What follows belongs to an exercise in optimizing a design on an open flow for small area and a short achievable clock period; a production flow would make more cautious choices.
Power figures rest on the tool's default switching activity, not on a simulated workload.

## multiplier_logic
module multiplier_logic (
    input  wire        clk,
    input  wire        rst_n,
    input  wire [15:0] a,
    input  wire [15:0] b,
    output reg  [31:0] y
);
Size: about 1000 cells after synthesis, ~270 flip-flops, about 66 I/O pins, ~12000 um^2 of cells after synthesis.
export LEC_CHECK = 0
export CAP_MARGIN = 20
export CORE_MARGIN = 2
export CORE_UTILIZATION = 40
export CTS_CLUSTER_DIAMETER = 60
export CTS_CLUSTER_SIZE = 50
export PLACE_DENSITY = 0.7
export SETUP_SLACK_MARGIN = 2.5
export SLEW_MARGIN = 20
export SYNTH_HIERARCHICAL = 1
export SYNTH_MINIMUM_KEEP_SIZE = 0
create_clock -name core_clock -period 4.5 [get_ports {clk}]
standard.sh (not shown) runs the stock make flow with config.mk's settings and CLKGATE_MAP_FILE= SYNTH_SCRIPT=/design/flow/synth_recipe.tcl, a recipe that flattens the netlist after the stock synthesis.
==> flow/flow/run.sh <==
#!/bin/bash
# Layout: the standard flow (standard.sh) with two changes to how it is
# built, none to what is built or measured:
#  - the port buffers that global placement inserts are plain buf_1 cells
#    (repair_timing still resizes any that timing needs);
#  - clock tree synthesis runs with the settings of config.mk
#    (CTS_CLUSTER_SIZE 50, CTS_CLUSTER_DIAMETER 60) but inserts no dummy
#    load cells.
# All tool output goes to standard_flow.log here; ORFS's per-step logs stay
# under orfs/logs/.
set -euo pipefail
export BUFFER_PORTS_ARGS="-buffer_cell sky130_fd_sc_hd__buf_1"
export CTS_ARGS="-sink_clustering_enable -repair_clock_nets -sink_clustering_size 50 -sink_clustering_max_diameter 60 -dont_use_dummy_load"
bash standard.sh > standard_flow.log 2>&1
Edit:
--- a/flow/design.v
+++ b/flow/design.v
@@ -662,31 +662,31 @@
   wire s463 = r3_c392 ^ r3_c394;
   wire c464 = r3_c392 & r3_c394;
   wire s465 = r3_c398 ^ r3_s401;
   wire c466 = r3_c398 & r3_s401;
   wire s467 = r3_c406 ^ r3_c408;
   wire c468 = r3_c406 & r3_c408;
   wire s469 = r3_c416 ^ r3_c418;
   wire c470 = r3_c416 & r3_c418;
   wire s471 = r3_c424 ^ r3_c426;
   wire c472 = r3_c424 & r3_c426;
   wire [31:0] ra = {r3_c444, r3_s443, r3_c440, r3_s439, r3_c436, r3_s435, r3_s431, r3_s427, r3_s425, r3_s421, r3_s417, r3_s411, r3_s407, c464, r3_s397, r3_s393, c460, c458, c456, c454, c452, c450, c448, c446, r3_r2_s213, r3_c366, r3_s365, r3_s361, r3_s357, r3_r2_s199, r3_r2_s195, r3_r2_s193};
   wire [31:0] rb = {r3_r2_s355, 1'b0, r3_s441, 1'b0, r3_s437, 1'b0, c472, s471, c470, s469, c468, s467, c466, s465, s463, c462, s461, s459, s457, s455, s453, s451, s449, s447, s445, r3_s367, 1'b0, 1'b0, 1'b0, 1'b0, 1'b0, 1'b0};
-  wire [24:0] plo = ra[23:0] + rb[23:0];
-  reg [24:0] r4_plo;
-  reg [7:0] r4_ha, r4_hb;
-  always @(posedge clk) begin r4_plo <= plo; r4_ha <= ra[31:24]; r4_hb <= rb[31:24]; end
-  wire [8:0] phs = {r4_ha, r4_plo[24]} + {r4_hb, r4_plo[24]};
-  wire [7:0] phi = phs[8:1];
-  wire [31:0] prod = {phi, r4_plo[23:0]};
+  wire [22:0] plo = ra[21:0] + rb[21:0];
+  reg [22:0] r4_plo;
+  reg [9:0] r4_ha, r4_hb;
+  always @(posedge clk) begin r4_plo <= plo; r4_ha <= ra[31:22]; r4_hb <= rb[31:22]; end
+  wire [10:0] phs = {r4_ha, r4_plo[22]} + {r4_hb, r4_plo[22]};
+  wire [9:0] phi = phs[10:1];
+  wire [31:0] prod = {phi, r4_plo[21:0]};
   always @(posedge clk) begin
     r1_a0 <= a[0];
     r1_a1 <= a[1];
     r1_a2 <= a[2];
     r1_a3 <= a[3];
     r1_a4 <= a[4];
     r1_a5 <= a[5];
     r1_a6 <= a[6];
     r1_a7 <= a[7];
     r1_a8 <= a[8];
     r1_a9 <= a[9];
     r1_a10 <= a[10];
=> Worst setup slack gets better by 41 ps; utilization is higher by 0.24 points; power is lower slightly; clock power barely changes; routed wire length is lower slightly; combinational power is lower by a few percent.
No run of this note included a check of the RTL's function; only the layout flow was run.

## separate check: timing with driven ports
How much do the figures lean on ideal ports? The routed layouts below were timed once more, with nothing changed but the port constraints.
Step 1 assumes that a clkbuf_16 drives the clock port and a buf_2 every other input.
Step 2 moves the port delays by t, midway between the first and last clock arrival at a register: inputs arrive t later, outputs are due t later. That takes back most of the time a late clock gives input paths.
a / b / c = no drivers / after step 1 / after step 2; a / b = the first two.
| run | shift t [ns] | setup WS [ns] | worst setup path after step 2 | worst register clock-pin slew, ns | pins driven straight from the clock port |
|---|---|---|---|---|---|
| the first run | 0.548 | 2.380 / 2.380 / 2.334 | input to register | 0.12 / 0.12 | 1 |
| the second run | 0.535 | 2.421 / 2.421 / 2.421 | register to register | 0.10 / 0.10 | 1 |
After both steps every run listed still meets setup and hold. The setup slack of the first run, which loses most, moves by 0.000 ns with the drivers and by -0.046 ns with both steps.
